This is an optimization exercise on Yosys and OpenROAD, whose aim is small area, a short achievable clock period and few clock cycles per item, not a production implementation.
Where RTL was checked, it was by simulation tests only, not by an equivalence proof against the original.

==> inputs of v11 <==
Design bubble_sort_unit, start of the top module:
module bubble_sort_unit(
    input wire       CLK,
    input wire       RST,
    input wire       start_i,
    input wire  [8-1:0] in_data0_i,
    input wire  [8-1:0] in_data1_i,
    input wire  [8-1:0] in_data2_i,
    input wire  [8-1:0] in_data3_i,
    input wire  [8-1:0] in_data4_i,
    input wire  [8-1:0] in_data5_i,
    input wire  [8-1:0] in_data6_i,
    input wire  [8-1:0] in_data7_i,
    input wire  [8-1:0] in_data8_i,
    output wire [8-1:0] out_data0_o,
    output wire [8-1:0] out_data1_o,
    output wire [8-1:0] out_data2_o,
    output wire [8-1:0] out_data3_o,
    output wire [8-1:0] out_data4_o,
    output wire [8-1:0] out_data5_o,
    output wire [8-1:0] out_data6_o,
    output wire [8-1:0] out_data7_o,
    output wire [8-1:0] out_data8_o,
    output wire valid_o
);
    localparam W = 8;
    reg held_r;
    reg [W-1:0] d_r [0:8];
    wire [W-1:0] in_w [0:8];
    assign in_w[0] = in_data0_i;
    assign in_w[1] = in_data1_i;
    assign in_w[2] = in_data2_i;
    assign in_w[3] = in_data3_i;
    assign in_w[4] = in_data4_i;
    assign in_w[5] = in_data5_i;
    assign in_w[6] = in_data6_i;
  ...
==> module bubble_sort_unit, before the edit <==
module bubble_sort_unit(
    input wire       CLK,
    input wire       RST,
    input wire       start_i,
    input wire  [8-1:0] in_data0_i,
    input wire  [8-1:0] in_data1_i,
    input wire  [8-1:0] in_data2_i,
    input wire  [8-1:0] in_data3_i,
    input wire  [8-1:0] in_data4_i,
    input wire  [8-1:0] in_data5_i,
    input wire  [8-1:0] in_data6_i,
    input wire  [8-1:0] in_data7_i,
    input wire  [8-1:0] in_data8_i,
    output wire [8-1:0] out_data0_o,
    output wire [8-1:0] out_data1_o,
    output wire [8-1:0] out_data2_o,
    output wire [8-1:0] out_data3_o,
    output wire [8-1:0] out_data4_o,
    output wire [8-1:0] out_data5_o,
    output wire [8-1:0] out_data6_o,
    output wire [8-1:0] out_data7_o,
    output wire [8-1:0] out_data8_o,
    output wire valid_o
);
    localparam W = 8;
    reg held_r;
    reg [W-1:0] d_r [0:8];
    wire [W-1:0] in_w [0:8];
    assign in_w[0] = in_data0_i;
    assign in_w[1] = in_data1_i;
    assign in_w[2] = in_data2_i;
    assign in_w[3] = in_data3_i;
    assign in_w[4] = in_data4_i;
    assign in_w[5] = in_data5_i;
    assign in_w[6] = in_data6_i;
    assign in_w[7] = in_data7_i;
    assign in_w[8] = in_data8_i;
    wire [W-1:0] x_w [0:8];
    wire [8:0]   before_w [0:8];
    wire [3:0]   rank_w [0:8];
    wire [W-1:0] out_w [0:8];
    genvar i, j, k;
    generate
        for (i = 0; i < 9; i = i + 1) begin : val
            assign x_w[i] = held_r ? d_r[i] : in_w[i];
            always @(posedge CLK) d_r[i] <= x_w[i];
        end
        for (i = 0; i < 9; i = i + 1) begin : cmp_i
            for (j = 0; j < 9; j = j + 1) begin : cmp_j
                if (j < i) begin : lo
                    assign before_w[i][j] = ~before_w[j][i];
                end else if (j == i) begin : eq
                    assign before_w[i][j] = 1'b0;
                end else begin : hi
                    assign before_w[i][j] = x_w[j] < x_w[i];
                end
            end
            assign rank_w[i] = before_w[i][0] + before_w[i][1] + before_w[i][2]
                             + before_w[i][3] + before_w[i][4] + before_w[i][5]
                             + before_w[i][6] + before_w[i][7] + before_w[i][8];
        end
        for (k = 0; k < 9; k = k + 1) begin : pick
            wire [W-1:0] term [0:8];
            for (i = 0; i < 9; i = i + 1) begin : src
                assign term[i] = (rank_w[i] == k) ? x_w[i] : {W{1'b0}};
            end
            assign out_w[k] = term[0] | term[1] | term[2] | term[3] | term[4]
                            | term[5] | term[6] | term[7] | term[8];
        end
    endgenerate
    always @(posedge CLK or negedge RST) begin
        if (!RST) held_r <= 1'b0;
        else      held_r <= start_i;
    end
    assign valid_o = start_i & RST;
    assign out_data0_o = out_w[0];
    assign out_data1_o = out_w[1];
    assign out_data2_o = out_w[2];
    assign out_data3_o = out_w[3];
    assign out_data4_o = out_w[4];
    assign out_data5_o = out_w[5];
    assign out_data6_o = out_w[6];
    assign out_data7_o = out_w[7];
    assign out_data8_o = out_w[8];
endmodule
make LEC_CHECK=0 CAP_MARGIN=20 CORE_MARGIN=2 CORE_UTILIZATION=40 SLEW_MARGIN=20 finish   # period 5.0 ns
run.sh (not shown) runs the stock make flow with config.mk's settings and CLKGATE_MAP_FILE= SYNTH_SCRIPT=/design/flow/synth_recipe.tcl, a recipe that flattens the netlist after the stock synthesis.
==> v23 (differences from v11) <==
==> flow/design.v (replaced) <==
module bubble_sort_unit(
    input wire       CLK,
    input wire       RST,
    input wire       start_i,
    input wire  [8-1:0] in_data0_i,
    input wire  [8-1:0] in_data1_i,
    input wire  [8-1:0] in_data2_i,
    input wire  [8-1:0] in_data3_i,
    input wire  [8-1:0] in_data4_i,
    input wire  [8-1:0] in_data5_i,
    input wire  [8-1:0] in_data6_i,
    input wire  [8-1:0] in_data7_i,
    input wire  [8-1:0] in_data8_i,
    output wire [8-1:0] out_data0_o,
    output wire [8-1:0] out_data1_o,
    output wire [8-1:0] out_data2_o,
    output wire [8-1:0] out_data3_o,
    output wire [8-1:0] out_data4_o,
    output wire [8-1:0] out_data5_o,
    output wire [8-1:0] out_data6_o,
    output wire [8-1:0] out_data7_o,
    output wire [8-1:0] out_data8_o,
    output wire valid_o
);
    localparam W = 8;
    reg         busy_r;
    reg [W-1:0] d_r [0:8];
    reg [3:0]   swap_a_r, keep_a_r;
    reg         load_r;
    wire [W-1:0] in_w [0:8];
    assign in_w[0] = in_data0_i;
    assign in_w[1] = in_data1_i;
    assign in_w[2] = in_data2_i;
    assign in_w[3] = in_data3_i;
    assign in_w[4] = in_data4_i;
    assign in_w[5] = in_data5_i;
    assign in_w[6] = in_data6_i;
    assign in_w[7] = in_data7_i;
    assign in_w[8] = in_data8_i;
    function automatic gt8(input [7:0] a, input [7:0] b);
        reg [7:0] g1, l1;
        reg [3:0] g2, l2;
        reg [1:0] g3, l3;
        integer n;
        begin
            g1 = a & ~b;
            l1 = ~a & b;
            for (n = 0; n < 4; n = n + 1) begin
                g2[n] = g1[2*n+1] | (~l1[2*n+1] & g1[2*n]);
                l2[n] = l1[2*n+1] | (~g1[2*n+1] & l1[2*n]);
            end
            for (n = 0; n < 2; n = n + 1) begin
                g3[n] = g2[2*n+1] | (~l2[2*n+1] & g2[2*n]);
                l3[n] = l2[2*n+1] | (~g2[2*n+1] & l2[2*n]);
            end
            gt8 = g3[1] | (~l3[1] & g3[0]);
        end
    endfunction
    wire [W-1:0] m_w [0:8];
    wire [W-1:0] b_w [0:8];
    wire [3:0]   swap_a_nx_w;
    genvar i;
    generate
        for (i = 0; i < 9; i = i + 1) begin : layer_a
            if (i == 8) begin : lone
                assign m_w[i] = load_r ? in_w[8] : d_r[8];
            end else begin : pair
                assign m_w[i] = ({W{load_r}}          & in_w[i])
                              | ({W{swap_a_r[i / 2]}} & d_r[i ^ 1])
                              | ({W{keep_a_r[i / 2]}} & d_r[i]);
            end
        end
        assign b_w[0] = m_w[0];
        for (i = 1; i < 9; i = i + 2) begin : layer_b
            wire s = gt8(m_w[i], m_w[i+1]);
            assign b_w[i]   = s ? m_w[i+1] : m_w[i];
            assign b_w[i+1] = s ? m_w[i]   : m_w[i+1];
        end
        for (i = 0; i < 9; i = i + 1) begin : regs
            always @(posedge CLK) d_r[i] <= b_w[i];
        end
        assign swap_a_nx_w[0] = gt8(m_w[0], m_w[1]) | gt8(m_w[0], m_w[2]);
        for (i = 1; i < 4; i = i + 1) begin : next_a
            assign swap_a_nx_w[i] =
                  gt8(m_w[2*i-1], m_w[2*i+1]) | gt8(m_w[2*i-1], m_w[2*i+2])
                | gt8(m_w[2*i],   m_w[2*i+1]) | gt8(m_w[2*i],   m_w[2*i+2]);
        end
    endgenerate
    always @(posedge CLK) begin
        swap_a_r <= {4{start_i}} &  swap_a_nx_w;
        keep_a_r <= {4{start_i}} & ~swap_a_nx_w;
    end
    always @(posedge CLK or negedge RST) begin
        if (!RST) begin
            busy_r <= 1'b0;
            load_r <= 1'b1;
        end else begin
            busy_r <= start_i;
            load_r <= ~start_i;
        end
    end
    assign valid_o = busy_r & ~|swap_a_r;
    assign out_data0_o = d_r[0];
    assign out_data1_o = d_r[1];
    assign out_data2_o = d_r[2];
    assign out_data3_o = d_r[3];
    assign out_data4_o = d_r[4];
    assign out_data5_o = d_r[5];
    assign out_data6_o = d_r[6];
    assign out_data7_o = d_r[7];
    assign out_data8_o = d_r[8];
endmodule
==> flow/flow/run.sh (new file) <==
#!/bin/bash
# The standard layout, with the port buffers made from the smallest buffer
# cell and a clock tree of smaller buffers without dummy loads.
set -euo pipefail
bash standard.sh \
  'BUFFER_PORTS_ARGS=-buffer_cell sky130_fd_sc_hd__buf_1' \
  'CTS_ARGS=-sink_clustering_enable -repair_clock_nets -dont_use_dummy_load -sink_clustering_size 24 -buf_list sky130_fd_sc_hd__clkbuf_8' \
  finish > standard_flow.log 2>&1
==> flow/standard.sh (new file) <==
#!/bin/bash
# synth_recipe.tcl (not shown) runs the flow's synth.tcl, then flattens the netlist and writes it again
# the make line also repeats each setting of config.mk as NAME=value (left out here)
make -C /OpenROAD-flow-scripts/flow DESIGN_CONFIG=/design/flow/config.mk WORK_HOME=/design/flow/orfs CLKGATE_MAP_FILE= SYNTH_SCRIPT=/design/flow/synth_recipe.tcl "${@:-finish}"
- SETUP_SLACK_MARGIN: unset -> 1.8
removed: flow/run.sh
==> v24 (differences from v11) <==
==> flow/design.v (replaced) <==
module bubble_sort_unit(
    input wire       CLK,
    input wire       RST,
    input wire       start_i,
    input wire  [8-1:0] in_data0_i,
    input wire  [8-1:0] in_data1_i,
    input wire  [8-1:0] in_data2_i,
    input wire  [8-1:0] in_data3_i,
    input wire  [8-1:0] in_data4_i,
    input wire  [8-1:0] in_data5_i,
    input wire  [8-1:0] in_data6_i,
    input wire  [8-1:0] in_data7_i,
    input wire  [8-1:0] in_data8_i,
    output wire [8-1:0] out_data0_o,
    output wire [8-1:0] out_data1_o,
    output wire [8-1:0] out_data2_o,
    output wire [8-1:0] out_data3_o,
    output wire [8-1:0] out_data4_o,
    output wire [8-1:0] out_data5_o,
    output wire [8-1:0] out_data6_o,
    output wire [8-1:0] out_data7_o,
    output wire [8-1:0] out_data8_o,
    output wire valid_o
);
    localparam W = 8;
    localparam IDLE = 2'd0;
    localparam SORT = 2'd1;
    localparam DONE = 2'd2;
    reg [1:0] state_r;
    reg       phase_r;
    reg [W-1:0] d_r [0:8];
    wire load_w = (state_r == IDLE);
    wire [W-1:0] in_w [0:8];
    assign in_w[0] = in_data0_i;
    assign in_w[1] = in_data1_i;
    assign in_w[2] = in_data2_i;
    assign in_w[3] = in_data3_i;
    assign in_w[4] = in_data4_i;
    assign in_w[5] = in_data5_i;
    assign in_w[6] = in_data6_i;
    assign in_w[7] = in_data7_i;
    assign in_w[8] = in_data8_i;
    wire [7:0] gt_w;
    wire [8:0] take_r_w, take_l_w;
    genvar i;
    generate
        for (i = 0; i < 8; i = i + 1) begin : cmp
            assign gt_w[i] = d_r[i] > d_r[i+1];
            assign take_r_w[i]   = gt_w[i] & (phase_r == i[0]);
            assign take_l_w[i+1] = gt_w[i] & (phase_r == i[0]);
        end
        assign take_r_w[8] = 1'b0;
        assign take_l_w[0] = 1'b0;
        for (i = 0; i < 9; i = i + 1) begin : regs
            always @(posedge CLK) begin
                if (load_w)
                    d_r[i] <= in_w[i];
                else if (take_r_w[i])
                    d_r[i] <= d_r[(i+1) % 9];
                else if (take_l_w[i])
                    d_r[i] <= d_r[(i+8) % 9];
            end
        end
    endgenerate
    wire sorted_w = ~|gt_w;
    always @(posedge CLK or negedge RST) begin
        if (!RST) begin
            state_r <= IDLE;
            phase_r <= 1'b0;
        end else begin
            case (state_r)
                IDLE: begin
                    phase_r <= 1'b0;
                    if (start_i) state_r <= SORT;
                end
                SORT: begin
                    phase_r <= ~phase_r;
                    if (sorted_w) state_r <= DONE;
                end
                default: begin
                    if (!start_i) state_r <= IDLE;
                end
            endcase
        end
    end
    assign valid_o = (state_r == DONE);
    assign out_data0_o = d_r[0];
    assign out_data1_o = d_r[1];
    assign out_data2_o = d_r[2];
    assign out_data3_o = d_r[3];
    assign out_data4_o = d_r[4];
    assign out_data5_o = d_r[5];
    assign out_data6_o = d_r[6];
    assign out_data7_o = d_r[7];
    assign out_data8_o = d_r[8];
endmodule
==> out/summary.md <==
Status
* no timing/DRC/antenna violations — run status

Synthesis
* 28 — count of unique library cells instantiated by Yosys
* 0.106 — share of cell area taken by muxes after synthesis
* sky130_fd_sc_hd__edfxtp_1 — library cell occupying the most area in the post-synthesis netlist
* 75 — flip-flop and latch count after synthesis
* sky130_fd_sc_hd__edfxtp_1 — Most used DFF post-synth

Global routing
* 0.385 — met2 GRT Util
* 0.0536 — GR Layer Usage met3
* 0.237 — global-route total usage across every layer

Floorplan
* 42 — Rows
* 119 um — die boundary height

Source of the figures above: v24

==> out/summary.md <==
Global routing
* 0.883 — met2 GRT Util
* 0.733 — global-route total usage across every layer

Status
* aborted with a tool error — run status
* 5_1_grt — Exit stage
* [ERROR GRT-0232] Routing congestion too high. Check the congestion heatmap in the GUI. — error message

Synthesis
* sky130_fd_sc_hd__ha_1 — library cell occupying the most area in the post-synthesis netlist
* 73 — flip-flop and latch count after synthesis
* sky130_fd_sc_hd__dfxtp_1 — Most used DFF post-synth
* 74 — count of unique library cells instantiated by Yosys
* 0.0777 — share of cell area taken by muxes after synthesis

Source of the figures above: v11

==> out/summary.md <==
Global routing
* met2 — highest-utilization routing layer at the global route stage
* 0.0584 — GR Layer Usage met3
* 0.412 — met2 GRT Util

Synthesis
* 0.115 — share of cell area taken by muxes after synthesis
* 82 — flip-flop and latch count after synthesis
* 55 — count of unique library cells instantiated by Yosys
* sky130_fd_sc_hd__dfxtp_1 — Most used DFF post-synth
* 0.285 — sequential area share after synthesis

Worst setup path
* 0.72 ns — maximum cell stage delay along the critical path

Routing
* 19900 um — final routed wirelength across all metal layers

Status
* no timing/DRC/antenna violations — run status

Floorplan
* 124 um — die boundary height
* 44 — Rows

Final layout
* 22.7% — Syn-to-layout area delta

Source of the figures above: v23

Testbench counts of v23, summed over its fixed seeds: cycles 15,173, items 2,400.
Testbench counts of v24, summed over its fixed seeds: cycles 26,749, items 2,400.
Function not checked in v11: the RTL went through the layout flow alone.

-- port drivers added, routing unchanged --
Ports are ideal in the flow. The routed layouts listed here were re-timed in OpenROAD.
Step 1: set_driving_cell puts a clkbuf_16 on CLK and a buf_2 on each other input, an assumption about the parent block.
Step 2 adds t to the input delays and takes it off the output delays; t is the mean of the earliest and latest rising clock arrival at the registers after step 1. Input paths then give back, and output paths get back, about the clock's delay inside the block.
Three values: ideal, step 1, step 2; two values: the first two.
run	shift t [ns]	slack for setup (ns)	worst setup path at the end	pins driven straight from the clock port
v23	0.400	1.854 / 1.854 / 1.565	input to register	1
v24	0.384	2.072 / 2.072 / 2.072	register to register	1
After both steps setup and hold are still met in every run listed. The setup slack of v23, which loses most, moves by 0.000 ns with the drivers and by -0.289 ns with both steps.
